What follows belongs to an exercise in optimizing a design on an open flow for small area; a production flow would make more cautious choices.
The RTL was checked by simulation tests, not by an equivalence proof against the original design.
Power figures rest on the tool's default switching activity, not on a simulated workload.

==> flow/design.v <==
module FrequencyDetector(MAX10_CLK1_50, KEY, HEX0, HEX1, HEX2, HEX3, HEX4, HEX5, LEDR, SW, GPIO);
	input MAX10_CLK1_50;
	input [1:0] KEY;
	output [6:0] HEX0, HEX1, HEX2, HEX3, HEX4, HEX5;
	output [9:0] LEDR;
	input [9:0] SW;
	input [34:0] GPIO;
	wire clk = MAX10_CLK1_50;
	wire rst = SW[1];
	wire sig = SW[0] ? KEY[1] : ~GPIO[0];
	reg ef, eb, ep;
	reg [25:0] cnt, P, W;
	reg pz, wz;
	wire wrap = ((cnt & 26'd50000001) == 26'd50000001);
	wire clr = rst | ep | wrap;
	wire [26:0] ci;			 
	wire [25:0] cnt_nx;		 
	assign ci[0] = 1'b1;
	genvar i;
	generate
		for (i = 0; i < 26; i = i + 1) begin : inc
			assign cnt_nx[i] = ~clr & (cnt[i] ^ ci[i]);
			assign ci[i + 1] = cnt[i] & ci[i];
		end
	endgenerate
	wire ldp = ~rst & ~ef & eb;
	wire ldw = ~rst & ef & ~eb;
	always @(posedge clk) begin
		cnt <= cnt_nx;
		if (~rst) begin
			ef <= sig;
			eb <= ef;
			ep <= ~ef & eb;
		end
		if (ldp) P <= cnt;
		if (ldw) W <= cnt_nx;
		if (rst | ldp) pz <= rst;
		if (rst | ldw) wz <= rst;
	end
	reg [5:0] st;			 
	always @(posedge clk) st <= st + 6'd1;
	wire ph = st[5];
	wire [4:0] t = st[4:0];
	wire first = (t == 5'd0);
	wire pnz = ~pz & (|P);
	wire mhz = pnz & (P <= 26'd50);
	wire khz = ~pz & (P > 26'd50) & (P <= 26'd50000);
	wire hz = ~mhz & ~khz;
	wire [31:0] N = mhz ? 32'd50 : khz ? 32'd50000 : 32'd50000000;
	wire nbit = N[~t];
	wire wb = (t >= 5'd2 && t <= 5'd27) ? (W[t - 5'd2] & ~wz) : 1'b0;
	reg [3:0] dl;
	reg [1:0] cy;
	wire [2:0] xs = wb + dl[2] + dl[3] + (first ? 2'd0 : cy);
	always @(posedge clk) begin
		dl <= {dl[2:0], wb};
		cy <= xs[2:1];
	end
	reg [31:0] ring;
	always @(posedge clk) ring <= {ph ? ring[0] : xs[0], ring[31:1]};
	wire [15:0] odd = {ring[31], ring[29], ring[27], ring[25], ring[23], ring[21], ring[19], ring[17],
	                   ring[15], ring[13], ring[11], ring[9], ring[7], ring[5], ring[3], ring[1]};
	wire rbit = odd[~t[3:0]];
	wire x = ph ? rbit : nbit;
	reg [25:0] R;
	wire [26:0] T = {(first ? 26'd0 : R), x};
	wire [27:0] b;			 
	wire [26:0] D;
	assign b[0] = 1'b0;
	generate
		for (i = 0; i < 27; i = i + 1) begin : sub
			wire p = (i < 26) ? P[i] : 1'b0;
			assign D[i] = T[i] ^ p ^ b[i];
			assign b[i + 1] = (~T[i] & p) | (~(T[i] ^ p) & b[i]);
		end
	endgenerate
	wire ge = ~b[27] & pnz;
	always @(posedge clk) R <= ge ? D[25:0] : T[25:0];
	wire q = ge & ~(ph & (t < 5'd5));	 
	reg [3:0] r1, r2, h;
	wire g1, g2;
	wire [2:0] m1, m2;
	stage10 s1(.r(r1), .clr(first), .g(g1), .m(m1));
	stage10 s2(.r(r2), .clr(first), .g(g2), .m(m2));
	always @(posedge clk) begin
		r1 <= {m1, q};
		r2 <= {m2, g1};
		h <= {h[2:0], g2};
	end
	reg [3:0] d0, d1, d2, d3, d4, d5;
	reg [2:0] led;
	always @(posedge clk) begin
		if (first) begin
			if (ph) begin
				d5 <= r1;
				d4 <= r2;
				d3 <= h;
				led <= rst ? 3'b000 : {hz, khz, mhz};
			end else begin
				d2 <= r1;
				d1 <= r2;
				d0 <= h;
			end
		end
	end
	function [6:0] seg;
		input [3:0] d;
		seg = (d == 4'd0) ? 7'b1000000 :
		      (d == 4'd1) ? 7'b1111001 :
		      (d == 4'd2) ? 7'b0100100 :
		      (d == 4'd3) ? 7'b0110000 :
		      (d == 4'd4) ? 7'b0011001 :
		      (d == 4'd5) ? 7'b0010010 :
		      (d == 4'd6) ? 7'b0000010 :
		      (d == 4'd7) ? 7'b1111000 :
		      (d == 4'd8) ? 7'b0000000 :
		      (d == 4'd9) ? 7'b0011000 : 7'b1111110;
	endfunction
	function [6:0] segd;
		input [3:0] d;
		reg A, B, C, D;
		begin
			{A, B, C, D} = d;
			segd[0] = (~A & ~B & ~C & D) | (B & ~C & ~D);
			segd[1] = B & (C ^ D);
			segd[2] = ~B & C & ~D;
			segd[3] = (~B & ~C & D) | (B & ~C & ~D) | (B & C & D);
			segd[4] = D | (B & ~C);
			segd[5] = (~A & ~B & D) | (~B & C) | (C & D);
			segd[6] = (~A & ~B & ~C) | (B & C & D);
		end
	endfunction
	assign HEX0 = segd(d2);
	assign HEX1 = segd(d1);
	assign HEX2 = seg(d0);
	assign HEX3 = segd(d5);
	assign HEX4 = segd(d4);
	assign HEX5 = segd(d3);
	assign LEDR = {7'b0000000, led};
endmodule
module stage10(r, clr, g, m);
	input [3:0] r;
	input clr;
	output g;
	output [2:0] m;
	wire A = r[3], B = r[2], C = r[1], D = r[0];
	assign g = ~clr & (A | (B & D) | (B & C));
	assign m[2] = ~clr & ((B & ~C & ~D) | (A & D));
	assign m[1] = ~clr & ((~B & C) | (B & C & D) | (A & ~D));
	assign m[0] = ~clr & ((~A & ~B & D) | (B & C & ~D) | (A & ~D));
endmodule
==> flow/run.sh <==
#!/bin/bash
# synth_recipe.tcl (not shown) runs the flow's synth.tcl, then flattens the netlist and writes it again
# the make line also repeats each setting of config.mk as NAME=value (left out here)
make -C /OpenROAD-flow-scripts/flow DESIGN_CONFIG=/design/flow/config.mk WORK_HOME=/design/flow/orfs CLKGATE_MAP_FILE= SYNTH_SCRIPT=/design/flow/synth_recipe.tcl finish
==> flow/config.mk <==
export PLATFORM = sky130hd
export DESIGN_NAME = FrequencyDetector
export DESIGN_NICKNAME = FrequencyDetector
export VERILOG_FILES = /design/flow/design.v
export SDC_FILE = /design/flow/constraint.sdc
export NUM_CORES = 4
export LEC_CHECK = 0
export CAP_MARGIN = 20
export CORE_MARGIN = 2
export CORE_UTILIZATION = 40
export CTS_BUF_LIST = sky130_fd_sc_hd__clkbuf_8
export SLEW_MARGIN = 20
==> flow/constraint.sdc <==
create_clock -name core_clock -period 115.0 [get_ports {MAX10_CLK1_50}]
set_input_delay 23.0000 -clock core_clock [delete_from_list [all_inputs] [get_ports {MAX10_CLK1_50}]]
set_output_delay 23.0000 -clock core_clock [all_outputs]
set_load 0.01 [all_outputs]
==> run summary, run 1 <==
post-DP HPWL=9.90 mm; Global Route Usage Sum=13.2%; Pleak=0.00357 µW; CP Launch Type=flip-flop; Die Y=145 µm; clock slew seen by the registers of the worst setup and hold paths=90 ps; initial DRC count=255; PnR worst setup slack=89890 ps; antenna violations before repair=0; DRT Pass-1 Iters=4; cell row count=51; critical path arrival=2110 ps; Synth cell types=53; Max Freq=0.0398 GHz; Hold WC Path Type=reg2reg; Die Width=145 µm; FF+latch count, synth=192; H-tree Lvls=4; most frequent cells in the layout=108 x dfxtp_1, 84 x edfxtp_1, 55 x nand2_1; status=finished clean; Fin. Hold Viols=0; Die Area=0.0212 mm²; sequential-to-total area share from yosys stat=58.5%; Worst slew margin=33.8%; R2R Path Start=P[16]$_DFFE_PP_; RSZ-0062 raised after global routing=false; number of synthesized flops with an enable pin=84; Worst Skew=15.5 ps; Worst Reg2Reg Path Length in Cells=36; Core Area=0.0195 mm²; PwrDens=13.6 mW/mm²; worst ir drop on vdd=0.00764 mV; CTS resizes=0; crit path time final=25110 ps; Root Buffer Master=clkbuf_8; Slew @ Worst Pin=992 ps; # hold bufs at CTS=0; Post-CTS Setup Bufs=0; CTS tree=yes; CTS buffer count=17; clock sink total=192; Syn Std Cell Area=0.00801 mm²; Longest Clk Path Bufs=2; CP endpoint kind=output port; Ys Warns=1; most common cell after layout, fill and taps aside=dfxtp_1; vias in the first global route=4588; Worst Setup SP=d0[1]$_DFFE_PP_; Setup CP Type=reg2out; Async SR Flop Fraction=0%; CP max FO=7; Worst Min Path Start=ring[16]$_DFF_P_; post-route ant nets=0; Skew-Pair Late Insertion Delay=460 ps; Multi-input gate area=0.00310 mm²; critical path required time=92000 ps; I/O pins=100; drt total wl=13.3 mm; final period utilization=21.8%; synthesized area per cell=12.7 µm²; Port Buffer Count=49; largest net degree at the start of global routing=30; n_diodes=0; Synth Flop Type=dfxtp_1; DRC Markers=0; DR vias=4611; fin. max-slew vios=0; grt ovf=0; first-pass GRT wire length=22.4 mm; MaxCap Viol Count=0; Setup WS pre-CTS=89890 ps; cell depth of the worst hold path=0; Vias/cell=4.85; FILL cells=1778; Final setup viols=0; FF+latch area=0.00468 mm²; share of layout cells above drive strength 1=7.87%; nets=786; Cells after Synth=628; GP Congestion=0.829; Final TNS setup=0 ps; initial core utilization=41.0%; Area growth, synth to finish=13.7%; wire per inst=14.0 µm
[cell usage after synthesis (17+ instances only)]
cell type / count / area (µm²)
fa_1: 27 / 541
dfxtp_1: 108 / 2160
nand2_1: 55 / 206
edfxtp_1: 84 / 2520
mux2i_1: 27 / 270
a21oi_1: 21 / 105
and2_1: 34 / 213
clkbuf_1: 18 / 67.6
nor2_1: 29 / 109
ha_1: 38 / 475
nand3_1: 17 / 85.1
inv_1: 26 / 97.6
[through the flow]
step	instances	hold WS [ps]	util (%)	cell area (µm²)	power [µW]
final	951	335	46.6	9110	124
after global routing	951	338	46.6	9110	129
after CTS	951	337	46.6	9100	125
after detailed placement	919	313	44.7	8730	83.6
after global placement	919	310	44.7	8730	83.2
after floorplan	634	310	-	8030	81.8
[cells by family (layout without fill, tap and decap cells)]
group                    Yosys count  in the layout  synth area share [%]
AO/OA/AOI/OAI                     86             86                  7.11
multiplexers                      39             39                  6.47
XOR/XNOR                           8              8                 0.875
buffers and inverters             59            111                  3.22
AND/OR/NAND/NOR                  178            178                  11.1
adder cells (fa/ha/maj)           65             65                  12.7
other                              1              7                0.0468
flip-flops                       192            192                  58.5
[layout make-up]
| cell class | instances | share of cell area (%) |
|---|---|---|
| Clock inverter | 14 | 1.40 |
| Inverter | 26 | 1.07 |
| Timing Repair Buffer | 53 | 5.72 |
| Tap cell | 265 | 3.64 |
| Sequential cell | 192 | 51.4 |
| Clock buffer | 18 | 2.72 |
| Multi-Input combinational cell | 383 | 34.0 |
[layer usage]
metal / vias up / share of wire, % / track usage, %
li1: 2315 / - / -
met1: 2184 / 47 / 16.8
met2: 89 / 47 / 21.5
met3: 23 / 3.0 / 3.29
met4: 0 / 2.9 / 6.03
met5: - / 0 / 0
[worst max-delay path: stages (launching register included)]
cell             delay [ps]
edfxtp_1                490
inv_1                   170
mux2_2                  350
o21a_1                  170
clkdlybuf4s50_1         480
[report_power, final]
| group | internal, µW | switching, µW |
|---|---|---|
| clock | 18.2 | 23.5 |
| combinational | 1.92 | 2.59 |
| sequential | 74.8 | 2.70 |
| total | 94.9 | 28.8 |
[final timing paths]
path                            to  slack, ps
hold reg to reg   ring[15]$_DFF_P_        340
hold / removal    ring[15]$_DFF_P_        340
setup reg to reg      R[0]$_DFF_P_     101840
setup / recovery           HEX2[3]      89890
[flip-flops by register name, summed over array words and instances, names as in the netlist, 2 cells and up]
signal,flops
cy,2
d0,4
d4,4
W,26
r2,4
dl,4
d3,4
P,26
d1,4
d5,4
r1,4
h,4
st,6
led,3
ring,32
cnt,26
R,26
d2,4
==> run 2, diff against run 1 <==
==> flow/flow/run.sh (new file) <==
#!/bin/bash
# The standard ORFS layout (standard.sh), with two changes made through
# ORFS's own variables: the port buffers use the smallest buffer cell, and
# clock tree synthesis uses clkbuf_8 and inserts no dummy loads.
# make's full output goes to make_flow.log; ORFS keeps each step's log
# under orfs/logs/.
set -euo pipefail
export BUFFER_PORTS_ARGS="-buffer_cell sky130_fd_sc_hd__buf_1"
export CTS_ARGS="-sink_clustering_enable -repair_clock_nets -dont_use_dummy_load -buf_list {sky130_fd_sc_hd__clkbuf_8}"
bash standard.sh > make_flow.log 2>&1
==> flow/standard.sh (new file) <==
#!/bin/bash
# synth_recipe.tcl (not shown) runs the flow's synth.tcl, then flattens the netlist and writes it again
# the make line also repeats each setting of config.mk as NAME=value (left out here)
make -C /OpenROAD-flow-scripts/flow DESIGN_CONFIG=/design/flow/config.mk WORK_HOME=/design/flow/orfs CLKGATE_MAP_FILE= SYNTH_SCRIPT=/design/flow/synth_recipe.tcl "${@:-finish}"
--- a/flow/config.mk
+++ b/flow/config.mk
@@ -8,5 +8,4 @@
 export CAP_MARGIN = 20
 export CORE_MARGIN = 2
 export CORE_UTILIZATION = 40
-export CTS_BUF_LIST = sky130_fd_sc_hd__clkbuf_8
 export SLEW_MARGIN = 20
removed: flow/run.sh
==> run 2 against run 1 <==
  * Still clean
  * Via count decreased by 1.2%
  * Wire length is 1.9% lower
  * Non-clock buffer count grew 1
  * Critical path type unchanged
  * Largest power group unchanged
  * Highest routed layer unchanged
==> run summary, run 2 <==
Cells after Synth=628 (unchanged); Syn Std Cell Area=0.00801 mm² (unchanged); number of synthesized flops with an enable pin=84 (unchanged); Fin. Hold Viols=0 (unchanged); Vias/cell=4.86 (+0.28%); wire per inst=13.9 µm (-0.45%); largest net degree at the start of global routing=30 (unchanged); Worst Reg2Reg Path Length in Cells=36 (unchanged); post-DP HPWL=9.56 mm (-3.4%); Setup CP Type=reg2out; critical path, cell by cell=inv_1, mux2_2, o21a_1, buf_1; critical path required time=92000 ps (about the same); Area growth, synth to finish=8.24%; GP Congestion=0.803 (-3.2%); RSZ-0062 raised after global routing=false; CTS buffer count=17 (unchanged); Placement Cell Area=0.00843 mm² (-3.4%); critical path arrival=1730 ps (-380 ps); Setup WS pre-CTS=90310 ps (+416 ps); share of layout cells above drive strength 1=6.25% (-1.6 points); Die Area=0.0212 mm² (unchanged); clock slew seen by the registers of the worst setup and hold paths=100 ps (about the same); I/O pins=100 (unchanged); Synth Flop Type=dfxtp_1; top cells by area, synth=edfxtp_1 32%, dfxtp_1 27%, fa_1 6.8%; Die Y=145 µm (unchanged); Ys Warns=1 (unchanged); Skew-Pair Late Insertion Delay=450 ps (about the same); PwrDens=13.2 mW/mm² (-3.1%); # hold bufs at CTS=0 (unchanged); PnR worst setup slack=90270 ps (+383 ps); FILL cells=1794 (+0.90%); CP Launch Type=flip-flop; post-layout instance area=0.00867 mm² (-4.8%); Synth cell types=53 (unchanged); cell row count=51 (unchanged); Layout Cells excl Fill=937 (-1.5%); CP max FO=7 (unchanged); cell depth of the worst hold path=0 (unchanged); most frequent cells after synthesis=108 x dfxtp_1, 84 x edfxtp_1, 55 x nand2_1, 38 x ha_1, 34 x and2_1; Async SR Flop Fraction=0% (unchanged); Global Route Usage Sum=13.0% (-0.28 points); synthesized area per cell=12.7 µm² (unchanged); Slew @ Worst Pin=969 ps (-23.2 ps); initial core utilization=41.0% (unchanged); Longest Clk Path Bufs=2 (unchanged); CTS tree=yes; cell taking the most area after synthesis=edfxtp_1; share of the synthesized area in the top cell type=31.5% (unchanged); Port Buffer Count=49 (unchanged); antenna violations before repair=0 (unchanged); first-pass GRT wire length=22.0 mm (-1.7%); most common cell in the netlist=dfxtp_1; Core Area=0.0195 mm² (unchanged); n_diodes=0 (unchanged); Max Freq=0.0404 GHz (+1.6%); status=finished clean; sequential-to-total area share from yosys stat=58.5% (unchanged); FF+latch count, synth=192 (unchanged); Worst slew margin=35.2% (+1.4 points); Root Buffer Master=clkbuf_8; fin. max-slew vios=0 (unchanged); grt ovf=0 (unchanged); crit path time final=24730 ps (-383 ps); Post-CTS Setup Bufs=0 (unchanged); vias in the first global route=4430 (-3.4%); nets=787 (+0.13%); CP endpoint kind=output port; worst ir drop on vdd=0.00804 mV (+5.2%); Largest register FFs=32 (unchanged); most frequent cells in the layout=108 x dfxtp_1, 84 x edfxtp_1, 55 x nand2_1; placed cells=920 (+0.11%); Worst Skew=42.9 ps (+27.4 ps); final period utilization=21.5% (-0.33 points); post-route ant nets=0 (unchanged); DR vias=4556 (-1.2%); Die Width=145 µm (unchanged); DRC Markers=0 (unchanged); H-tree Lvls=4 (unchanged); CP max stage delay=480 ps (about the same); clock sink total=192 (unchanged); Final TNS setup=0 ps (unchanged); drt total wl=13.1 mm (-1.9%); Top reg by flops=ring; Final setup viols=0 (unchanged); Slowest-stage cell, CP=edfxtp_1; Pleak=0.00336 µW (-5.7%); CTS resizes=0 (unchanged); DRT Pass-1 Iters=6 (+2); Hold WC Path Type=reg2reg; initial DRC count=260 (+2.0%); most common cell after layout, fill and taps aside=dfxtp_1; MaxCap Viol Count=0 (unchanged)
==> run 2: cell counts after synthesis <==
No cell type changed its count.
==> run 2: per-layer routing <==
metal	global-route usage, %	vias to the layer above	part of all wire, %
met1	17.4	2159	47
met5	0	-	0
met2	20.5	92	48
met3	3.23	6	4.2
li1	-	2299	-
met4	4.71	0	0.99
==> run 2: path summary, 6_finish.rpt <==
| kind | startpoint | endpoint | slack, ps |
|---|---|---|---|
| hold reg to reg | ring[18]$_DFF_P_ | ring[17]$_DFF_P_ | 330 |
| hold / removal | ring[18]$_DFF_P_ | ring[17]$_DFF_P_ | 330 |
| setup reg to reg | P[17]$_DFFE_PP_ | R[0]$_DFF_P_ | 101790 |
| setup / recovery | d0[1]$_DFFE_PP_ | HEX2[3] | 90270 |
==> run 2: worst max-delay path, delay by kind of cell (launching register included) <==
kind | cells | cell delay (ps)
buffers and inverters | 2 | 290
DFF | 1 | 480
AOI/OAI and AO/OA | 1 | 170
muxes | 1 | 350
==> run 2: logic make-up after synthesis <==
kind of cell	count (synthesis)	share of synthesized area, %
other	1	0.0468
AOI/OAI and AO/OA	86	7.11
muxes	39	6.47
and+or+nand+nor	178	11.1
buffers and inverters	59	3.22
xor gates and xnor gates	8	0.875
DFF	192	58.5
adders and majority gates	65	12.7
==> run 2: report_power, final <==
group / internal [µW] / switching, µW / leakage [µW] / total (µW)
Combinational: 1.83 / 2.67 / 0.00158 / 4.50
Clock: 13.1 / 19.0 / 0.000122 / 32.1
Sequential: 74.8 / 2.71 / 0.00166 / 77.5
==> run 2: per-stage QoR <==
stage	power [µW]	utilization (%)	hold WS (ps)
floorplan	81.8	-	310
global placement	83.1	43.2	310
detailed placement	83.7	43.2	312
CTS	116	44.4	336
global route	120	44.4	340
finish	114	44.4	334
==> run 2: area by class of cell <==
type	count	area [µm²]	share of cell area, %
Tap cell	265	332	3.83
Inverter	26	97.6	1.13
Sequential cell	192	4680	54.1
Timing Repair Buffer	54	221	2.56
Multi-Input combinational cell	383	3100	35.7
Clock buffer	17	234	2.70
==> run 3, diff against run 2 <==
--- a/flow/design.v
+++ b/flow/design.v
@@ -130,11 +130,25 @@
 			segd[6] = (~A & ~B & ~C) | (B & C & D);
 		end
 	endfunction
-	assign HEX0 = segd(d2);
-	assign HEX1 = segd(d1);
+	function [6:0] segm;
+		input [3:0] r;
+		reg c2, c1, c0, b;
+		begin
+			{c2, c1, c0, b} = r;
+			segm[0] = (~c1 & b) | (c2 & c0 & ~b);
+			segm[1] = (~c2 & ~c0 & ~b) | (c2 & c0 & b);
+			segm[2] = ~c2 & c1 & c0 & ~b;
+			segm[3] = (~c0 & b) | (~c1 & b) | (c2 & c0 & ~b);
+			segm[4] = b | (c2 & c0);
+			segm[5] = (~c2 & b) | (~c2 & c1 & c0);
+			segm[6] = ~c1 | (~c2 & ~c0 & b);
+		end
+	endfunction
+	assign HEX0 = segm(d2);
+	assign HEX1 = segm(d1);
 	assign HEX2 = seg(d0);
-	assign HEX3 = segd(d5);
-	assign HEX4 = segd(d4);
+	assign HEX3 = segm(d5);
+	assign HEX4 = segm(d4);
 	assign HEX5 = segd(d3);
 	assign LEDR = {7'b0000000, led};
 endmodule
@@ -143,9 +157,9 @@
 	input clr;
 	output g;
 	output [2:0] m;
-	wire A = r[3], B = r[2], C = r[1], D = r[0];
-	assign g = ~clr & (A | (B & D) | (B & C));
-	assign m[2] = ~clr & ((B & ~C & ~D) | (A & D));
-	assign m[1] = ~clr & ((~B & C) | (B & C & D) | (A & ~D));
-	assign m[0] = ~clr & ((~A & ~B & D) | (B & C & ~D) | (A & ~D));
+	wire c2 = r[3], c1 = r[2], c0 = r[1], b = r[0];
+	assign g = ~clr & (~c0 | (c2 & b));
+	assign m[2] = ~clr & ((~c0 & b) | (c1 & c0 & ~b));
+	assign m[1] = ~clr & (~c0 | (c1 & ~b) | (~c2 & b));
+	assign m[0] = clr | ~c1 | (~c2 & ~b) | (~c2 & ~c0) | (c2 & c0 & b);
 endmodule
==> run 3 against run 2 <==
  * Global-route usage increased by 0.69 points
  * Register-to-register slack got worse by 250 ps
  * Combinational power decreased by 48%
  * Largest power group unchanged
  * Worst setup slack got worse by 25 ps
  * Critical path type unchanged
  * First-iteration DRC count increased by 15%
  * Total power decreased by 4.3%
  * Maximum frequency about the same
  * Highest routed layer unchanged
  * Area after synthesis decreased by 0.66%
  * Non-clock buffer count unchanged
  * Count of clock-buffer cells in the layout unchanged
==> run summary, run 3 <==
most frequent cells after synthesis=108 x dfxtp_1, 84 x edfxtp_1, 71 x nand2_1, 38 x nand3_1, 34 x ha_1; Die Y=145 µm (-0.32%); Final setup viols=0 (unchanged); sequential-to-total area share from yosys stat=58.9% (+0.39 points); Global Route Usage Sum=13.6% (+0.69 points); Fin. Hold Viols=0 (unchanged); CP top delay family=flip-flops; Top reg by flops=ring; CP max stage delay=580 ps (+100 ps); R2R Path Start=P[2]$_DFFE_PP_; Setup CP Type=reg2out; most common cell in the netlist=dfxtp_1; clock slew seen by the registers of the worst setup and hold paths=100 ps (about the same); share of layout cells above drive strength 1=6.79% (+0.54 points); nets=788 (+0.13%); Power Total=109 µW (-4.3%); cell taking the most area after synthesis=edfxtp_1; DRT Pass-1 Iters=4 (-2); WP depth=4 (unchanged); Die Width=145 µm (-0.32%); Die Area=0.0210 mm² (-0.64%); n_diodes=0 (unchanged); Longest Clk Path Bufs=2 (unchanged); H-tree Lvls=4 (unchanged); Worst Setup SP=d0[2]$_DFFE_PP_; Worst Reg2Reg Path Length in Cells=37 (+2.8%); Synth Flop Type=dfxtp_1; Root Buffer Master=clkbuf_8; Largest register FFs=32 (unchanged); vias in the first global route=4748 (+7.2%); cell depth of the worst hold path=0 (unchanged); Slew @ Worst Pin=959 ps (-9.55 ps); wire per inst=14.4 µm (+3.5%); Final TNS setup=0 ps (unchanged); final period utilization=21.5% (about the same); worst path buffer plus inverter count=1 (-1); CP endpoint kind=output port; RSZ-0062 raised after global routing=false; Worst slew margin=36.0% (+0.79 points); status=finished clean; Core Area=0.0195 mm² (-0.33%); MaxCap Viol Count=0 (unchanged); post-route ant nets=0 (unchanged); Port Buffer Count=49 (unchanged); share of the synthesized area in the top cell type=31.7% (+0.21 points); Worst Skew=22.1 ps (-20.8 ps); clock sink total=192 (unchanged); critical path, cell by cell=nand2_1, mux2_1, o21a_1, buf_1; top cells by area, synth=edfxtp_1 32%, dfxtp_1 27%, fa_1 6.8%; worst ir drop on vdd=0.00693 mV (-14%); GP Congestion=0.776 (-3.4%); reg2reg setup slack=101540 ps (-250 ps); Hold WC Path Type=reg2reg; Synth cell types=56 (+5.7%); CTS resizes=0 (unchanged); CTS tree=yes; drt total wl=13.6 mm (+4.0%); Worst R2R End=R[3]$_DFF_P_; Skew-Pair Late Insertion Delay=460 ps (about the same); I/O pins=100 (unchanged); CTS buffer count=17 (unchanged); post-DP HPWL=9.77 mm (+2.2%); DR vias=4717 (+3.5%); CP max FO=13 (+6); initial DRC count=300 (+15%); DRC Markers=0 (unchanged); Worst setup endpoint=HEX2[3]; CP Launch Type=flip-flop; cell row count=51 (unchanged); fin. max-slew vios=0 (unchanged); Max Freq=0.0404 GHz (about the same); FF+latch count, synth=192 (unchanged); initial core utilization=40.9% (-0.14 points); Cells after Synth=641 (+2.1%); PwrDens=12.7 mW/mm² (-3.4%); Vias/cell=5.01 (+3.0%); crit path time final=24750 ps (+24.7 ps); largest net degree at the start of global routing=57 (+90%); Area growth, synth to finish=7.99%; most common cell after layout, fill and taps aside=dfxtp_1; grt ovf=0 (unchanged); # hold bufs at CTS=0 (unchanged); number of synthesized flops with an enable pin=84 (unchanged); antenna violations before repair=0 (unchanged); synthesized area per cell=12.4 µm² (-2.7%); Syn Std Cell Area=0.00795 mm² (-0.66%); Post-CTS Setup Bufs=0 (unchanged); most frequent cells in the layout=108 x dfxtp_1, 84 x edfxtp_1, 71 x nand2_1; Slowest-stage cell, CP=edfxtp_1; Async SR Flop Fraction=0% (unchanged); Ys Warns=1 (unchanged); critical path arrival=1750 ps (+20 ps); Pleak=0.00309 µW (-8.1%); first-pass GRT wire length=23.0 mm (+4.7%); critical path required time=92000 ps (about the same)
-- run 3: cell types whose count changed after synthesis, sizes merged, moves of 5 or more --
cell	before	now
nand2	55	71
buf	15	10
nand3	17	39
clkbuf	18	30
inv	26	18
mux2i	27	5
o21ai	16	35
o21bai	7	2
and2	34	28
-- run 3: worst min path at each step --
stage                      from                to  slack (ps)
2_1_floorplan     dl[0]$_DFF_P_     dl[1]$_DFF_P_         310
3_3_place_gp    ring[8]$_DFF_P_   ring[7]$_DFF_P_         310
3_5_place_dp   ring[14]$_DFF_P_  ring[13]$_DFF_P_         310
4_1_cts         ring[6]$_DFF_P_   ring[5]$_DFF_P_         320
5_1_grt         ring[6]$_DFF_P_   ring[5]$_DFF_P_         330
6_report        ring[6]$_DFF_P_   ring[5]$_DFF_P_         320
-- run 3: logic make-up (layout without fill, tap and decap cells) --
logic type,Yosys count,in the layout,share of synthesized area [%]
buf+inv,59,89,3.22
flops,192,192,58.9
xor+xnor,10,10,1.10
simple gates,213,213,13.7
fa+ha+maj,61,61,12.1
other cells,1,7,0.0471
compound gates,84,84,6.34
mux,21,21,4.59
-- run 3: worst reg2reg max path, delay by kind of cell, from the launching register on --
family          cells  cell delay [ps]
compound gates      4              930
simple gates        6             1590
flops               1              470
buf+inv             1              280
fa+ha+maj          26            10080
-- run 3: per-stage QoR --
stage / area, µm² / hold WS, ps / utilization (%) / worst slack (ps) / std cells
finish: 8590 / 324 / 44.1 / 90250 / 942
global route: 8590 / 326 / 44.1 / 90080 / 942
CTS: 8580 / 322 / 44.1 / 90220 / 942
detailed placement: 8350 / 313 / 42.9 / 90360 / 925
global placement: 8350 / 311 / 42.9 / 90370 / 925
floorplan: 7980 / 310 / - / 90290 / 647
-- run 3: cell type report --
cell class / count / area, µm²
Fill cell: 1770 / 10900
Sequential cell: 192 / 4680
Multi-Input combinational cell: 396 / 3050
Tap cell: 265 / 332
Clock buffer: 17 / 234
Timing Repair Buffer: 54 / 221
Inverter: 18 / 67.6
-- run 3: layer usage --
layer | wire, µm | vias to the layer above | track usage (%)
met5 | 0 | - | 0
met4 | 216 | 0 | 5.74
met3 | 573 | 19 | 4.06
met2 | 6320 | 105 | 22.0
met1 | 6480 | 2270 | 17.2
li1 | - | 2323 | -
-- run 3: power by group --
group / switching [µW] / total [µW] / internal [µW]
logic: 1.36 / 2.36 / 0.999
registers: 1.30 / 74.8 / 73.5
clock network: 19.0 / 32.0 / 13.1
total: 21.6 / 109 / 87.6
==> run 4, diff against run 3 <==
--- a/flow/design.v
+++ b/flow/design.v
@@ -89,13 +89,13 @@
 	end
 	reg [3:0] d0, d1, d2, d3, d4, d5;
 	reg [2:0] led;
+	always @(posedge clk) led <= {hz & ~rst, khz, mhz};
 	always @(posedge clk) begin
 		if (first) begin
 			if (ph) begin
 				d5 <= r1;
 				d4 <= r2;
 				d3 <= h;
-				led <= rst ? 3'b000 : {hz, khz, mhz};
 			end else begin
 				d2 <= r1;
 				d1 <= r2;
--- a/flow/config.mk
+++ b/flow/config.mk
@@ -8,4 +8,5 @@
 export CAP_MARGIN = 20
 export CORE_MARGIN = 2
 export CORE_UTILIZATION = 40
+export GPL_TIMING_DRIVEN = 0
 export SLEW_MARGIN = 20
==> run 4 against run 3 <==
  * First-iteration DRC count is 23% lower
  * Wire length fell by 0.45%
  * Flip-flop and latch count did not move
  * Design area up 1.3%
  * Synthesized cell count is 5.3% lower
  * Worst setup slack gained 48 ps
  * Final cell count is 0.32% higher
  * Combinational power rose by 5%
  * Critical path depth unchanged
  * Via count down 4.2%
  * Non-clock buffer count up 32
  * Highest routed layer unchanged
==> run summary, run 4 <==
status=finished clean; H-tree Lvls=4 (unchanged); Root Buffer Master=clkbuf_8; final period utilization=21.5% (-0.042 points); Area growth, synth to finish=10.1%; Synth cell types=58 (+3.6%); Die Area=0.0209 mm² (-0.57%); clock slew seen by the registers of the worst setup and hold paths=90 ps (about the same); Pleak=0.00320 µW (+3.5%); Port Buffer Count=49 (unchanged); FILL cells=1780 (+0.56%); share of the synthesized area in the top cell type=30.8% (-0.95 points); initial DRC count=230 (-23%); CTS tree=yes; top cells by area, synth=edfxtp_1 31%, dfxtp_1 28%, fa_1 6.8%; crit path time final=24710 ps (-48.4 ps); critical path arrival=1710 ps (-40 ps); Async SR Flop Fraction=0% (unchanged); Die Y=145 µm (-0.29%); largest net degree at the start of global routing=27 (-53%); initial core utilization=40.6% (-0.24 points); met2 routed WL=6.68 mm (+5.6%); Power Total=110 µW (+0.39%); Multi-input gate area=0.00302 mm² (-1.1%); Vias/cell=4.78 (-4.5%); Global Route Usage Sum=13.8% (+0.13 points); sequential-to-total area share from yosys stat=58.9% (about the same); grt ovf=0 (unchanged); cell row count=51 (unchanged); post-route ant nets=0 (unchanged); DR vias=4520 (-4.2%); DRC Markers=0 (unchanged); critical path required time=92000 ps (about the same); FF+latch area=0.00465 mm² (-0.64%); worst ir drop on vdd=0.00640 mV (-7.6%); final core occ=44.7% (+0.59 points); FF+latch count, synth=192 (unchanged); vias in the first global route=4378 (-7.8%); Post-CTS Setup Bufs=0 (unchanged); Die Width=145 µm (-0.29%); Layout Cells excl Fill=945 (+0.32%); post-DP HPWL=10.1 mm (+3.4%); clock sink total=192 (unchanged); antenna violations before repair=0 (unchanged); wire per inst=14.3 µm (-0.76%); Slew @ Worst Pin=986 ps (+27.0 ps); # hold bufs at CTS=0 (unchanged); WL met3=345 µm (-40%); Setup CP Type=reg2out; I/O pins=100 (unchanged); most frequent cells in the layout=111 x dfxtp_1, 81 x edfxtp_1, 71 x nand2_1; Core Area=0.0195 mm² (unchanged); CTS buffer count=17 (unchanged); synthesized area per cell=13.0 µm² (+5.0%); first-pass GRT wire length=22.0 mm (-4.4%); CP Launch Type=flip-flop; n_diodes=0 (unchanged); Cells after Synth=607 (-5.3%); GP Congestion=0.754 (-2.8%); MaxCap Viol Count=0 (unchanged); Final TNS setup=0 ps (unchanged); fin. max-slew vios=0 (unchanged); Max Freq=0.0405 GHz (+0.20%); share of layout cells above drive strength 1=8.97% (+2.2 points); nets=791 (+0.38%); CP endpoint kind=output port; drt total wl=13.5 mm (-0.45%); most frequent cells after synthesis=111 x dfxtp_1, 81 x edfxtp_1, 71 x nand2_1, 34 x ha_1, 34 x mux2i_1; most common cell in the netlist=dfxtp_1; Synth Flop Type=dfxtp_1; Syn Std Cell Area=0.00791 mm² (-0.58%); hold_ws=327 ps (+2.82 ps); Top reg by flops=ring; Skew-Pair Late Insertion Delay=450 ps (about the same); Hold WC Path Type=reg2reg; Final setup viols=0 (unchanged); Worst Skew=28.3 ps (+6.20 ps); Longest Clk Path Bufs=2 (unchanged); DRT Pass-1 Iters=4 (unchanged); most common cell after layout, fill and taps aside=dfxtp_1; PwrDens=12.6 mW/mm² (-0.93%); RSZ-0062 raised after global routing=false; cell taking the most area after synthesis=edfxtp_1; Largest register FFs=32 (unchanged); number of synthesized flops with an enable pin=81 (-3.6%); CP max FO=10 (-3); CTS resizes=0 (unchanged); Ys Warns=1 (unchanged); placed cells=928 (+0.32%); Top Layer Used=met4; Worst slew margin=32.6% (-3.4 points); reg2reg setup slack=101360 ps (-180 ps); Fin. Hold Viols=0 (unchanged); wl on met1=6.28 mm (-3.0%)
==> run 4: final cells by class <==
cell class / instances / area share (%)
inverters: 19 / 0.819
well taps: 265 / 3.81
plain buffers: 36 / 2.27
flip-flops and latches: 192 / 53.5
repair buffers: 50 / 2.29
multi-input cells: 366 / 34.7
clock buffers: 17 / 2.69
==> run 4: path summary, 6_finish.rpt <==
path              cells after the start            start         endpoint
setup / recovery                      4  d0[3]$_DFFE_PP_          HEX2[6]
hold / removal                        0  ring[6]$_DFF_P_  ring[5]$_DFF_P_
setup reg to reg                     37  P[25]$_DFFE_PP_    R[22]$_DFF_P_
hold reg to reg                       0  ring[6]$_DFF_P_  ring[5]$_DFF_P_
==> run 4: layer usage <==
layer | global-route usage (%) | vias to the layer above
met1 | 17.7 | 2170
met2 | 23.2 | 73
li1 | - | 2262
met4 | 5.67 | 0
met5 | 0 | -
met3 | 2.38 | 15
==> run 4: where the power goes <==
| group | total (µW) | internal, µW | leakage [µW] | switching [µW] |
|---|---|---|---|---|
| sequential | 74.6 | 73.4 | 0.00167 | 1.25 |
| clock | 32.5 | 13.1 | 0.000122 | 19.4 |
| combinational | 2.48 | 1.12 | 0.00141 | 1.36 |
==> run 4: worst max-delay path, cell delays in order, from the launching register on <==
cell,delay [ps]
edfxtp_1,370
clkbuf_1,200
or3_1,390
o211ai_1,120
buf_1,180
==> run 4: metrics by stage <==
step                      instance area (µm²)  setup slack (ps)
after global routing                     8700             90150
after CTS                                8700             90260
final                                    8700             90290
after global placement                   8450             89700
after detailed placement                 8470             90460
after floorplan                          7930             90470
==> run 4: cell families after synthesis <==
family / Yosys count / synth area share [%]
adders and majority gates: 61 / 12.2
muxes: 48 / 7.86
and+or+nand+nor: 185 / 12.0
DFF: 192 / 58.9
xor gates and xnor gates: 10 / 1.11
buffers and inverters: 55 / 3.40
AOI/OAI and AO/OA: 55 / 4.53
other: 1 / 0.0474
==> run 5, diff against run 4 <==
--- a/flow/config.mk
+++ b/flow/config.mk
@@ -8,5 +8,4 @@
 export CAP_MARGIN = 20
 export CORE_MARGIN = 2
 export CORE_UTILIZATION = 40
-export GPL_TIMING_DRIVEN = 0
 export SLEW_MARGIN = 20
==> run 5 against run 4 <==
  * Still clean
  * Final cell count shrank 3.4%
  * Core utilization shrank 0.83 points
  * Sequential share of layout area up 1.0 points
  * Flip-flop and latch count stayed put
  * Largest power group unchanged
  * Highest routed layer unchanged
==> run summary, run 5 <==
sequential-to-total area share from yosys stat=58.9% (unchanged); wire per inst=14.4 µm (+0.77%); CP max stage delay=520 ps (+130 ps); DR vias=4415 (-2.3%); antenna violations before repair=0 (unchanged); FILL cells=1779 (-0.056%); H-tree Lvls=4 (unchanged); clock slew seen by the registers of the worst setup and hold paths=90 ps (about the same); top cells by area, synth=edfxtp_1 31%, dfxtp_1 28%, fa_1 6.8%; Worst R2R End=R[14]$_DFF_P_; Port Buffer Count=49 (unchanged); Pleak=0.00311 µW (-2.8%); cell depth of the worst hold path=0 (unchanged); Worst Reg2Reg Path Length in Cells=36 (-2.7%); initial core utilization=40.6% (unchanged); Vias/cell=4.84 (+1.1%); Die Area=0.0209 mm² (unchanged); Skew-Pair Late Insertion Delay=450 ps (about the same); synthesized area per cell=13.0 µm² (unchanged); Worst Min Path Start=ring[6]$_DFF_P_; Slowest-stage cell, CP=edfxtp_1; Final setup viols=0 (unchanged); largest net degree at the start of global routing=31 (+15%); # hold bufs at CTS=0 (unchanged); reg2reg setup slack=101210 ps (-150 ps); share of layout cells above drive strength 1=7.72% (-1.3 points); MaxCap Viol Count=0 (unchanged); most frequent cells in the layout=111 x dfxtp_1, 81 x edfxtp_1, 71 x nand2_1; share of the synthesized area in the top cell type=30.8% (unchanged); n_diodes=0 (unchanged); Int Power=87.4 µW (-0.18%); Syn Std Cell Area=0.00791 mm² (unchanged); critical path, cell by cell=or3_1, o211ai_1, buf_1; CP top delay family=flip-flops; cell taking the most area after synthesis=edfxtp_1; DRT Pass-1 Iters=4 (unchanged); Worst slew margin=35.7% (+3.1 points); post-route ant nets=0 (unchanged); Max Freq=0.0406 GHz (+0.24%); WP depth=3 (-1); Fin. Hold Viols=0 (unchanged); Core Area=0.0195 mm² (unchanged); Root Buffer Master=clkbuf_8; Top reg by flops=ring; PwrDens=12.8 mW/mm² (+1.3%); CP endpoint kind=output port; worst path buffer plus inverter count=1 (-1); Sequential Power Share=68.4% (+0.4 points); vias in the first global route=4359 (-0.43%); worst ir drop on vdd=0.00687 mV (+7.3%); most frequent cells after synthesis=111 x dfxtp_1, 81 x edfxtp_1, 71 x nand2_1, 34 x ha_1, 34 x mux2i_1; number of synthesized flops with an enable pin=81 (unchanged); status=finished clean; Hold Path Sink=ring[5]$_DFF_P_; critical path required time=92000 ps (about the same); Post-CTS Setup Bufs=0 (unchanged); final period utilization=21.4% (-0.052 points); I/O pins=100 (unchanged); CP Launch Type=flip-flop; Die Width=145 µm (unchanged); Area growth, synth to finish=8.04%; Die Y=145 µm (unchanged); Async SR Flop Fraction=0% (unchanged); Synth cell types=58 (unchanged); most common cell in the netlist=dfxtp_1; CTS tree=yes; GP Congestion=0.780 (+3.4%); Largest register FFs=32 (unchanged); Synth Flop Type=dfxtp_1; CTS resizes=0 (unchanged); Global Route Usage Sum=13.4% (-0.39 points); Cells after Synth=607 (unchanged); post-DP HPWL=9.69 mm (-4.1%); nets=759 (-4.0%); Worst Skew=23.7 ps (-4.65 ps); crit path time final=24650 ps (-59.5 ps); critical path arrival=1650 ps (-60 ps); Final TNS setup=0 ps (unchanged); most common cell after layout, fill and taps aside=dfxtp_1; NetSw=21.6 µW (-2.0%); FF+latch count, synth=192 (unchanged); Hold WC Path Type=reg2reg; CTS buffer count=17 (unchanged); switching share of power=19.8% (-0.30 points); DRC Markers=0 (unchanged); cell row count=51 (unchanged); final core occ=43.9% (-0.83 points); Ys Warns=1 (unchanged); initial DRC count=176 (-23%); RSZ-0062 raised after global routing=false; Setup CP Type=reg2out; Slew @ Worst Pin=964 ps (-22.6 ps); grt ovf=0 (unchanged); clock share of power=29.4% (-0.3 points); clock sink total=192 (unchanged); fin. max-slew vios=0 (unchanged); first-pass GRT wire length=21.5 mm (-2.5%); Comb power frac=2.1% (-0.2 points); Longest Clk Path Bufs=2 (unchanged); CP max FO=10 (unchanged); drt total wl=13.2 mm (-2.6%); R2R Path Start=P[24]$_DFFE_PP_
==> run 5: cell counts after synthesis <==
Identical to the previous run, type by type.
==> run 5: final cells by class <==
cell class / count / area (µm²) / area share [%]
flip-flops and latches: 192 / 4650 / 54.5
multi-input cells: 366 / 3030 / 35.5
well taps: 265 / 332 / 3.88
clock buffers: 17 / 234 / 2.74
repair buffers: 54 / 221 / 2.59
inverters: 19 / 71.3 / 0.835
==> run 5: worst max-delay path by stage <==
stage | start | to | slack [ps]
after floorplan | SW[1] | P[0]$_DFFE_PP_ | 90470
after CTS | d0[1]$_DFFE_PP_ | HEX2[6] | 90320
after global placement | SW[1] | W[16]$_DFFE_PP_ | 90420
after detailed placement | SW[1] | W[14]$_DFFE_PP_ | 90340
after global routing | d0[2]$_DFFE_PP_ | HEX2[6] | 90250
final | d0[3]$_DFFE_PP_ | HEX2[6] | 90350
==> run 5: cell families (layout without fill, tap and decap cells) <==
kind of cell | after synthesis | after routing | share of synthesized area (%)
compound gates | 55 | 55 | 4.53
xor+xnor | 10 | 10 | 1.11
fa+ha+maj | 61 | 61 | 12.2
buf+inv | 55 | 90 | 3.40
flops | 192 | 192 | 58.9
mux | 48 | 48 | 7.86
other cells | 1 | 7 | 0.0474
simple gates | 185 | 185 | 12.0
==> run 5: through the flow <==
step | power, µW | hold slack [ps] | area (µm²) | std cells | setup slack, ps
final | 109 | 323 | 8540 | 913 | 90350
after global routing | 113 | 331 | 8540 | 913 | 90250
after CTS | 110 | 328 | 8540 | 913 | 90320
after detailed placement | 78.6 | 313 | 8310 | 896 | 90340
after global placement | 78.4 | 311 | 8310 | 896 | 90420
after floorplan | 77.5 | 310 | 7930 | 613 | 90470
==> run 5: power by group through the flow <==
stage,Sequential (µW),Clock (µW),Combinational [µW]
finish,74.6,32.1,2.34
floorplan,75.7,0,1.83
CTS,74.7,33.3,2.42
global route,74.9,35.8,2.65
global placement,76.1,0,2.26
detailed placement,76.2,0,2.39
==> run 5: worst reg2reg max path: cells and delay by family, from the launching register on <==
kind                     cells  cell delay (ps)
AO/OA/AOI/OAI                4              970
adder cells (fa/ha/maj)     26            10030
buffers and inverters        1              430
flip-flops                   1              470
multiplexers                 1              270
AND/OR/NAND/NOR              4             1550
==> run 5: per-layer routing <==
layer | vias to the layer above | share of wire [%] | global-route usage [%] | routed length (µm)
li1 | 2189 | - | - | -
met1 | 2148 | 46 | 16.7 | 6010
met2 | 68 | 50 | 23.0 | 6630
met3 | 10 | 2.9 | 2.98 | 378
met4 | 0 | 1.2 | 4.75 | 156
met5 | - | 0 | 0 | 0
==> run 6, diff against run 5 <==
--- a/flow/config.mk
+++ b/flow/config.mk
@@ -5,7 +5,7 @@
 export SDC_FILE = /design/flow/constraint.sdc
 export NUM_CORES = 4
 export LEC_CHECK = 0
-export CAP_MARGIN = 20
+export CAP_MARGIN = 0
 export CORE_MARGIN = 2
 export CORE_UTILIZATION = 40
-export SLEW_MARGIN = 20
+export SLEW_MARGIN = 0
==> run 6 against run 5 <==
  * Still clean on timing, DRC and antenna
  * Design area hardly changed
  * Flip-flop and latch count is the same
  * Synthesized cell count did not move
  * Core utilization is essentially flat
  * Critical path type unchanged
==> run summary, run 6 <==
status=finished clean; nets=759 (unchanged); Pleak=0.00311 µW (about the same); clock sink total=192 (unchanged); Core Area=0.0195 mm² (unchanged); most frequent cells after synthesis=111 x dfxtp_1, 81 x edfxtp_1, 71 x nand2_1, 34 x ha_1, 34 x mux2i_1; Port Buffer Count=49 (unchanged); post-route ant nets=0 (unchanged); Post-CTS Setup Bufs=0 (unchanged); synthesized area per cell=13.0 µm² (unchanged); Slew @ Worst Pin=1150 ps (+185 ps); critical path arrival=1640 ps (about the same); CTS buffer count=17 (unchanged); # hold bufs at CTS=0 (unchanged); FILL cells=1777 (-0.11%); Die Area=0.0209 mm² (unchanged); crit path time final=24640 ps (-0.900 ps); Hold WC Path Type=reg2reg; CP max FO=10 (unchanged); Final setup viols=0 (unchanged); clock slew seen by the registers of the worst setup and hold paths=90 ps (about the same); H-tree Lvls=4 (unchanged); Die Width=145 µm (unchanged); I/O pins=100 (unchanged); DR vias=4460 (+1.0%); DRC Markers=0 (unchanged); Setup WS pre-CTS=90350 ps (+14.9 ps); wire per inst=14.6 µm (+0.93%); Cells after Synth=607 (unchanged); antenna violations before repair=0 (unchanged); NetSw=21.6 µW (+0.12%); Setup CP Type=reg2out; fin. max-slew vios=0 (unchanged); switching share of power=19.8% (about the same); Max Freq=0.0406 GHz (about the same); vias in the first global route=4365 (+0.14%); CTS resizes=0 (unchanged); CP endpoint kind=output port; top cells by area, synth=edfxtp_1 31%, dfxtp_1 28%, fa_1 6.8%; Ys Warns=1 (unchanged); most frequent cells in the layout=111 x dfxtp_1, 81 x edfxtp_1, 71 x nand2_1; Die Y=145 µm (unchanged); clock share of power=29.4% (about the same); Async SR Flop Fraction=0% (unchanged); MaxCap Viol Count=0 (unchanged); cell taking the most area after synthesis=edfxtp_1; Top reg by flops=ring; FF+latch count, synth=192 (unchanged); Comb power frac=2.1% (about the same); Root Buffer Master=clkbuf_8; drt total wl=13.3 mm (+0.93%); CP Launch Type=flip-flop; GP Congestion=0.780 (unchanged); largest net degree at the start of global routing=31 (unchanged); Area growth, synth to finish=8.02% (about the same); grt ovf=0 (unchanged); final period utilization=21.4% (about the same); PnR worst setup slack=90360 ps (+0.900 ps); share of the synthesized area in the top cell type=30.8% (unchanged); Largest register FFs=32 (unchanged); Fin. Hold Viols=0 (unchanged); Synth cell types=58 (unchanged); most common cell in the netlist=dfxtp_1; Global Route Usage Sum=13.5% (+0.10 points); Sequential Power Share=68.4% (about the same); share of layout cells above drive strength 1=7.72% (unchanged); Vias/cell=4.88 (+1.0%); PwrDens=12.8 mW/mm² (about the same); Syn Std Cell Area=0.00791 mm² (unchanged); n_diodes=0 (unchanged); cell row count=51 (unchanged); CTS tree=yes; Skew-Pair Late Insertion Delay=450 ps (about the same); post-DP HPWL=9.83 mm (+1.4%); worst ir drop on vdd=0.00680 mV (-0.91%); initial DRC count=186 (+5.7%); most common cell after layout, fill and taps aside=dfxtp_1; number of synthesized flops with an enable pin=81 (unchanged); Worst Skew=28.1 ps (+4.43 ps); sequential-to-total area share from yosys stat=58.9% (unchanged); final core occ=43.9% (about the same); Final TNS setup=0 ps (unchanged); critical path required time=92000 ps (about the same); Synth Flop Type=dfxtp_1; initial core utilization=40.6% (unchanged); first-pass GRT wire length=21.5 mm (+0.32%); DRT Pass-1 Iters=4 (unchanged); Worst slew margin=21.4% (-14 points); Longest Clk Path Bufs=2 (unchanged); Int Power=87.4 µW (about the same); RSZ-0062 raised after global routing=false
## run 6: cell types whose count changed in the layout (fill, tap and decap cells not counted)
cell,previous run,this run
a2111oi_1,1,0
a2111oi_0,1,2
## run 6: per-layer routing
| layer | part of all wire (%) | vias up | global-route usage (%) |
|---|---|---|---|
| li1 | - | 2195 | - |
| met1 | 46 | 2182 | 16.7 |
| met2 | 49 | 67 | 22.7 |
| met3 | 2.9 | 16 | 3.48 |
| met4 | 1.8 | 0 | 5.06 |
| met5 | 0 | - | 0 |
## run 6: layout make-up
type	instances	area, µm²	share of cell area, %
flip-flops and latches	192	4650	54.5
repair buffers	54	221	2.59
well taps	265	332	3.88
inverters	19	71.3	0.835
clock buffers	17	234	2.74
multi-input cells	366	3030	35.5
## run 6: power groups by stage
stage	sequential (µW)	combinational [µW]	clock, µW
floorplan	75.7	1.83	0
global placement	76.1	2.26	0
detailed placement	76.2	2.39	0
CTS	74.7	2.39	33.3
global route	74.9	2.64	36.0
finish	74.6	2.33	32.1
## run 6: critical path: stages, from the launching register on
cell and delay (ps):
edfxtp_1 520, or3_1 400, o211ai_1 110, buf_1 170
## run 6: metrics by stage
stage | total power (µW) | cell area, µm² | cells | hold slack (ps)
6_report | 109 | 8540 | 913 | 309
3_5_place_dp | 78.6 | 8310 | 896 | 312
5_1_grt | 114 | 8540 | 913 | 314
2_1_floorplan | 77.5 | 7930 | 613 | 310
4_1_cts | 110 | 8540 | 913 | 311
3_3_place_gp | 78.4 | 8310 | 896 | 311
## run 6: kinds of logic after synthesis
logic type,after synthesis,synth area share (%)
flops,192,58.9
simple gates,185,12.0
fa+ha+maj,61,12.2
compound gates,55,4.53
buf+inv,55,3.40
mux,48,7.86
xor+xnor,10,1.11
other cells,1,0.0474
## run 6: worst paths after layout
path                     endpoint  cells after the start            start  slack [ps]
hold / removal    ring[1]$_DFF_P_                      0  ring[2]$_DFF_P_         310
setup / recovery          HEX2[6]                      3  d0[3]$_DFFE_PP_       90360
hold reg to reg   ring[1]$_DFF_P_                      0  ring[2]$_DFF_P_         310
setup reg to reg    R[11]$_DFF_P_                     36  P[24]$_DFFE_PP_      101200
==> run 7, diff against run 6 <==
--- a/flow/design.v
+++ b/flow/design.v
@@ -10,7 +10,7 @@
 	wire sig = SW[0] ? KEY[1] : ~GPIO[0];
 	reg ef, eb, ep;
 	reg [25:0] cnt, P, W;
-	reg pz, wz;
+	reg pz;
 	wire wrap = ((cnt & 26'd50000001) == 26'd50000001);
 	wire clr = rst | ep | wrap;
 	wire [26:0] ci;			 
@@ -24,7 +24,7 @@
 		end
 	endgenerate
 	wire ldp = ~rst & ~ef & eb;
-	wire ldw = ~rst & ef & ~eb;
+	wire ldw = rst | (ef & ~eb);
 	always @(posedge clk) begin
 		cnt <= cnt_nx;
 		if (~rst) begin
@@ -35,7 +35,6 @@
 		if (ldp) P <= cnt;
 		if (ldw) W <= cnt_nx;
 		if (rst | ldp) pz <= rst;
-		if (rst | ldw) wz <= rst;
 	end
 	reg [5:0] st;			 
 	always @(posedge clk) st <= st + 6'd1;
@@ -48,7 +47,7 @@
 	wire hz = ~mhz & ~khz;
 	wire [31:0] N = mhz ? 32'd50 : khz ? 32'd50000 : 32'd50000000;
 	wire nbit = N[~t];
-	wire wb = (t >= 5'd2 && t <= 5'd27) ? (W[t - 5'd2] & ~wz) : 1'b0;
+	wire wb = (t >= 5'd2 && t <= 5'd27) ? W[t - 5'd2] : 1'b0;
 	reg [3:0] dl;
 	reg [1:0] cy;
 	wire [2:0] xs = wb + dl[2] + dl[3] + (first ? 2'd0 : cy);
--- a/flow/config.mk
+++ b/flow/config.mk
@@ -5,7 +5,7 @@
 export SDC_FILE = /design/flow/constraint.sdc
 export NUM_CORES = 4
 export LEC_CHECK = 0
-export CAP_MARGIN = 0
+export CAP_MARGIN = 20
 export CORE_MARGIN = 2
 export CORE_UTILIZATION = 40
-export SLEW_MARGIN = 0
+export SLEW_MARGIN = 20
==> run 7 against run 6 <==
  * Synthesized cell count fell by 0.66%
  * Hold slack better by 16 ps
  * Sequential share of layout area about the same
  * Count of clock-buffer cells in the layout is the same
  * Area after synthesis decreased by 0.87%
  * Die area shrank 0.84%
  * Sequential power is 3.6% higher
  * Non-clock buffer count up 1
  * Global-route usage is 0.14 points higher
  * Clock power down 1%
  * Via count decreased by 2.2%
  * Critical path type unchanged
  * Critical endpoint is now HEX2[3]
==> run summary, run 7 <==
clock slew seen by the registers of the worst setup and hold paths=90 ps (about the same); Die Area=0.0207 mm² (-0.84%); antenna violations before repair=0 (unchanged); FILL cells=1764 (-0.73%); Setup WS pre-CTS=90630 ps (+279 ps); Area growth, synth to finish=8.36%; Syn Std Cell Area=0.00784 mm² (-0.87%); vias in the first global route=4492 (+2.9%); share of layout cells above drive strength 1=8.07% (+0.36 points); n_diodes=0 (unchanged); grt ovf=0 (unchanged); Slew @ Worst Pin=962 ps (-187 ps); I/O pins=100 (unchanged); Layout Cells excl Fill=909 (-0.44%); Cells after Synth=603 (-0.66%); DR vias=4363 (-2.2%); worst ir drop on vdd=0.00680 mV (about the same); Longest Clk Path Bufs=2 (unchanged); # hold bufs at CTS=0 (unchanged); sequential-to-total area share from yosys stat=59.0% (+0.13 points); Hold WC Path Type=reg2reg; status=finished clean; nets=755 (-0.53%); CTS tree=yes; Worst Setup SP=d0[1]$_DFFE_PP_; largest net degree at the start of global routing=31 (unchanged); Worst Skew=32.9 ps (+4.76 ps); top cells by area, synth=edfxtp_1 31%, dfxtp_1 28%, fa_1 6.9%; critical path arrival=1760 ps (+120 ps); Final setup viols=0 (unchanged); PwrDens=13.2 mW/mm² (+3.6%); cell row count=51 (unchanged); Setup CP Type=reg2out; number of synthesized flops with an enable pin=80 (-1.2%); CTS resizes=0 (unchanged); wire per inst=14.3 µm (-1.8%); placed cells=892 (-0.45%); Vias/cell=4.80 (-1.7%); R2R Path Start=P[3]$_DFFE_PP_; CTS buffer count=17 (unchanged); drt total wl=13.0 mm (-2.3%); Die Width=144 µm (-0.42%); Post-CTS Setup Bufs=0 (unchanged); initial core utilization=40.5% (-0.088 points); Global Route Usage Sum=13.6% (+0.14 points); Synth Flop Type=dfxtp_1; most frequent cells after synthesis=111 x dfxtp_1, 80 x edfxtp_1, 71 x nand2_1, 34 x ha_1, 30 x mux2i_1; DRC Markers=0 (unchanged); critical path required time=92000 ps (about the same); most frequent cells in the layout=110 x dfxtp_1, 80 x edfxtp_1, 71 x nand2_1; Max Freq=0.0404 GHz (-0.48%); post-layout instance area=0.00849 mm² (-0.56%); H-tree Lvls=4 (unchanged); share of the synthesized area in the top cell type=30.6% (-0.11 points); Synth cell types=57 (-1.7%); GP Congestion=0.784 (+0.47%); Fin. Hold Viols=0 (unchanged); PnR worst setup slack=90240 ps (-120 ps); Pleak=0.00315 µW (+1.5%); most common cell after layout, fill and taps aside=dfxtp_1; final core occ=43.9% (about the same); Port Buffer Count=49 (unchanged); final period utilization=21.5% (+0.10 points); first-pass GRT wire length=21.7 mm (+0.71%); crit path time final=24760 ps (+120 ps); post-route ant nets=0 (unchanged); Die Y=144 µm (-0.42%); RSZ-0062 raised after global routing=false; FF+latch count, synth=191 (-0.52%); DRT Pass-1 Iters=4 (unchanged); initial DRC count=195 (+4.8%); Skew-Pair Late Insertion Delay=450 ps (about the same); synthesized area per cell=13.0 µm² (-0.21%); Largest register FFs=32 (unchanged); CP Launch Type=flip-flop; Async SR Flop Fraction=0% (unchanged); post-DP HPWL=9.51 mm (-3.2%); Worst slew margin=35.6% (+14 points); MaxCap Viol Count=0 (unchanged); Top reg by flops=ring; Placement Cell Area=0.00826 mm² (-0.59%); Final TNS setup=0 ps (unchanged); Core Area=0.0193 mm² (-0.66%); CP endpoint kind=output port; CP max FO=7 (-3); clock sink total=191 (-0.52%); cell taking the most area after synthesis=edfxtp_1; Worst Min Path Start=ring[2]$_DFF_P_; fin. max-slew vios=0 (unchanged); Root Buffer Master=clkbuf_8; Ys Warns=1 (unchanged); most common cell in the netlist=dfxtp_1
run 7: changes by cell type after synthesis, sizes merged, moves of 3 or more:
cell,change
o211ai,+3
nand2b,-3
mux2i,-4
nor2,-6
or4,+3
clkbuf,+5
buf,-4
run 7: worst max-delay path, stage by stage, from the launching register on:
cell and delay (ps):
edfxtp_1 490, inv_1 190, mux2_2 350, o21a_1 160, buf_1 120
run 7: metal layers:
layer  up-vias  global-route usage (%)  wire length, µm
met2        77                    22.5             6300
li1       2194                       -                -
met5         -                       0                0
met3        15                    3.81              441
met4         0                    5.37              211
met1      2077                    17.0             6040
run 7: logic make-up after synthesis:
group,count (synthesis),synth area share [%]
flip-flops,191,59.0
other,1,0.0478
XOR/XNOR,10,1.12
AO/OA/AOI/OAI,61,4.98
buffers and inverters,56,3.13
multiplexers,46,7.85
AND/OR/NAND/NOR,177,11.6
adder cells (fa/ha/maj),61,12.3
run 7: metrics by stage:
stage	hold WS [ps]	total power, µW
after floorplan	310	80.7
after global placement	312	82.0
after detailed placement	313	82.3
after CTS	324	114
after global routing	336	117
final	325	112
run 7: worst paths after layout:
path / endpoint / slack [ps] / depth (start not counted)
worst max-delay path: HEX2[3] / 90240 / 4
worst min-delay path: ring[1]$_DFF_P_ / 320 / 0
worst min register to register: ring[1]$_DFF_P_ / 320 / 0
worst max register to register: R[0]$_DFF_P_ / 101250 / 39
run 7: area by class of cell:
cell class / instances / area, µm² / share of cell area, %
inverters: 19 / 71.3 / 0.840
flip-flops and latches: 191 / 4630 / 54.5
multi-input cells: 362 / 3000 / 35.4
clock buffers: 17 / 234 / 2.75
repair buffers: 55 / 229 / 2.70
well taps: 265 / 332 / 3.90
run 7: report_power, final:
part,internal [µW],leakage (µW),total (µW),switching (µW)
registers,75.4,0.00170,77.3,1.99
clock network,13.1,0.000122,31.7,18.6
logic,1.62,0.00133,3.31,1.69
==> run 8, diff against run 7 <==
--- a/flow/flow/run.sh
+++ b/flow/flow/run.sh
@@ -6,5 +6,5 @@
 # under orfs/logs/.
 set -euo pipefail
 export BUFFER_PORTS_ARGS="-buffer_cell sky130_fd_sc_hd__buf_1"
-export CTS_ARGS="-sink_clustering_enable -repair_clock_nets -dont_use_dummy_load -buf_list {sky130_fd_sc_hd__clkbuf_8}"
+export CTS_ARGS="-sink_clustering_enable -repair_clock_nets -dont_use_dummy_load -buf_list {sky130_fd_sc_hd__clkbuf_16} -sink_clustering_size 30 -sink_clustering_max_diameter 100"
 bash standard.sh > make_flow.log 2>&1
==> run 8 against run 7 <==
  * Non-clock buffer count unchanged
  * Critical endpoint unchanged
  * Via count grew 0.16%
  * Largest power group unchanged
  * Critical path depth is the same
  * Hold slack improved by 2.5 ps
  * Still clean
==> run summary, run 8 <==
status=finished clean; most common cell after layout, fill and taps aside=dfxtp_1; antenna violations before repair=0 (unchanged); met1 Track Usage GR=17.2% (+0.18 points); # hold bufs at CTS=0 (unchanged); crit path time final=24720 ps (-48.6 ps); hold_ws=327 ps (+2.47 ps); Max Freq=0.0405 GHz (+0.20%); GP Congestion=0.784 (unchanged); Power Total=127 µW (+13%); FF+latch count, synth=191 (unchanged); Largest register FFs=32 (unchanged); DR vias=4370 (+0.16%); critical path required time=92000 ps (about the same); Syn Std Cell Area=0.00784 mm² (unchanged); Core Area=0.0193 mm² (unchanged); Pleak=0.00324 µW (+2.8%); wire per inst=14.3 µm (+0.28%); most frequent cells in the layout=110 x dfxtp_1, 80 x edfxtp_1, 71 x nand2_1; CTS tree=yes; GR peak layer=met2; CP endpoint kind=output port; top cells by area, synth=edfxtp_1 31%, dfxtp_1 28%, fa_1 6.9%; Die Width=144 µm (unchanged); placed cells=892 (unchanged); Synth Flop Type=dfxtp_1; Hold WC Path Type=reg2reg; Post-CTS Setup Bufs=0 (unchanged); CP max FO=7 (unchanged); share of the synthesized area in the top cell type=30.6% (unchanged); initial core utilization=40.5% (unchanged); most frequent cells after synthesis=111 x dfxtp_1, 80 x edfxtp_1, 71 x nand2_1, 34 x ha_1, 30 x mux2i_1; drt total wl=13.0 mm (+0.28%); grt ovf=0 (unchanged); CTS resizes=0 (unchanged); H-tree Lvls=4 (unchanged); Worst slew margin=34.8% (-0.87 points); Fin. Hold Viols=0 (unchanged); CTS buffer count=17 (unchanged); CP Launch Type=flip-flop; Vias/cell=4.81 (+0.16%); fin. max-slew vios=0 (unchanged); Final TNS setup=0 ps (unchanged); MaxCap Viol Count=0 (unchanged); initial DRC count=301 (+54%); FILL cells=1744 (-1.1%); Slew @ Worst Pin=975 ps (+13.0 ps); Synth cell types=57 (unchanged); final period utilization=21.5% (-0.042 points); Root Buffer Master=clkbuf_16; Top reg by flops=ring; first-pass GRT wire length=21.6 mm (-0.47%); post-route ant nets=0 (unchanged); Port Buffer Count=49 (unchanged); Die Area=0.0207 mm² (unchanged); nets=755 (unchanged); DRT Pass-1 Iters=5 (+1); number of synthesized flops with an enable pin=80 (unchanged); sequential-to-total area share from yosys stat=59.0% (unchanged); clock slew seen by the registers of the worst setup and hold paths=70 ps (-20 ps); Setup CP Type=reg2out; most common cell in the netlist=dfxtp_1; Global Route Usage Sum=13.5% (-0.12 points); I/O pins=100 (unchanged); Skew-Pair Late Insertion Delay=410 ps (-40 ps); met3 Use GR=3.71% (-0.099 points); post-DP HPWL=9.51 mm (unchanged); DRC Markers=0 (unchanged); synthesized area per cell=13.0 µm² (unchanged); critical path arrival=1720 ps (-40 ps); Cells after Synth=603 (unchanged); clock sink total=191 (unchanged); share of layout cells above drive strength 1=8.07% (unchanged); largest net degree at the start of global routing=31 (unchanged); Area growth, synth to finish=10.8%; Async SR Flop Fraction=0% (unchanged); Die Y=144 µm (unchanged); Worst Skew=15.7 ps (-17.2 ps); Ys Warns=1 (unchanged); RSZ-0062 raised after global routing=false; worst ir drop on vdd=0.0103 mV (+51%); cell row count=51 (unchanged); Layout Cells excl Fill=909 (unchanged); cell taking the most area after synthesis=edfxtp_1; Longest Clk Path Bufs=2 (unchanged); Final setup viols=0 (unchanged); n_diodes=0 (unchanged); M2 GR Usage=22.3% (-0.23 points); vias in the first global route=4447 (-1.0%); PwrDens=14.6 mW/mm² (+11%)
[run 8: cell counts after synthesis]
No cell type changed its count.
[run 8: path summary, 6_finish.rpt]
check | slack, ps | cells past startpoint | from | end
max reg2reg | 101250 | 39 | P[3]$_DFFE_PP_ | R[0]$_DFF_P_
max | 90280 | 4 | d0[1]$_DFFE_PP_ | HEX2[3]
min | 330 | 0 | ring[2]$_DFF_P_ | ring[1]$_DFF_P_
min reg2reg | 330 | 0 | ring[2]$_DFF_P_ | ring[1]$_DFF_P_
[run 8: cell families (layout without fill, tap and decap cells)]
| kind of cell | count (synthesis) | in the layout | share of synthesized area (%) |
|---|---|---|---|
| flops | 191 | 191 | 59.0 |
| simple gates | 177 | 177 | 11.6 |
| fa+ha+maj | 61 | 61 | 12.3 |
| compound gates | 61 | 61 | 4.98 |
| buf+inv | 56 | 91 | 3.13 |
| mux | 46 | 46 | 7.85 |
| xor+xnor | 10 | 10 | 1.12 |
| other cells | 1 | 7 | 0.0478 |
[run 8: power by group]
| group | total (µW) | switching, µW | internal (µW) |
|---|---|---|---|
| Sequential | 77.5 | 2.02 | 75.5 |
| Clock | 46.1 | 20.4 | 25.7 |
| Combinational | 3.31 | 1.68 | 1.62 |
[run 8: area by class of cell]
cell class	instances	area, µm²	share of cell area, %
Multi-Input combinational cell	362	3000	34.6
Sequential cell	191	4630	53.3
Tap cell	265	332	3.82
Clock buffer	17	425	4.90
Inverter	19	71.3	0.821
Timing Repair Buffer	55	229	2.64
[run 8: through the flow]
step / utilization (%) / setup WS [ps] / cell area (µm²)
finish: 44.9 / 90280 / 8690
global route: 44.9 / 90190 / 8690
CTS: 44.9 / 90260 / 8680
global placement: 42.7 / 90660 / 8260
detailed placement: 42.7 / 90630 / 8260
floorplan: - / 90470 / 7860
[run 8: worst max-delay path, cell delays in order (launching register included)]
cell and delay (ps):
edfxtp_1 480, inv_1 190, mux2_2 350, o21a_1 160, buf_1 120
[run 8: routing by layer]
layer,wire [µm],vias up
met5,0,-
met4,156,0
met3,473,11
met2,6350,79
met1,6050,2091
li1,-,2189

## what the ideal ports hide
The flow's constraints put no driver on any port. The routed layouts listed below were extracted and timed again, unchanged, in two steps. Step 1 (the two cells are an assumption about what drives the block):
set clk [get_ports {MAX10_CLK1_50}]
set_driving_cell -lib_cell sky130_fd_sc_hd__clkbuf_16 $clk
set_driving_cell -lib_cell sky130_fd_sc_hd__buf_2 [delete_from_list [all_inputs] $clk]
Step 2 moves the port delays by t, midway between the first and last clock arrival at a register: inputs arrive t later, outputs are due t later. That takes back most of the time a late clock gives input paths. a / b / c = ideal ports / drivers / drivers and shift; a / b = the first two.
| run | t, ns | setup WS [ns] | latest minus earliest clock arrival (ns) |
|---|---|---|---|
| run 1 | 0.485 | 89.888 / 89.850 / 90.255 | 0.015 / 0.016 |
| run 2 | 0.464 | 90.271 / 90.233 / 90.629 | 0.043 / 0.043 |
| run 3 | 0.485 | 90.246 / 90.207 / 90.685 | 0.030 / 0.030 |
| run 4 | 0.475 | 90.295 / 90.259 / 90.469 | 0.029 / 0.029 |
| run 5 | 0.472 | 90.354 / 90.320 / 90.394 | 0.024 / 0.024 |
| run 6 | 0.471 | 90.355 / 90.321 / 90.346 | 0.028 / 0.028 |
| run 7 | 0.473 | 90.236 / 90.196 / 90.632 | 0.038 / 0.038 |
| run 8 | 0.448 | 90.284 / 90.242 / 90.634 | 0.020 / 0.020 |
After both steps setup and hold are still met in every run listed. The setup slack of run 6, which loses most, moves by -0.034 ns with the drivers and by -0.009 ns with both steps.
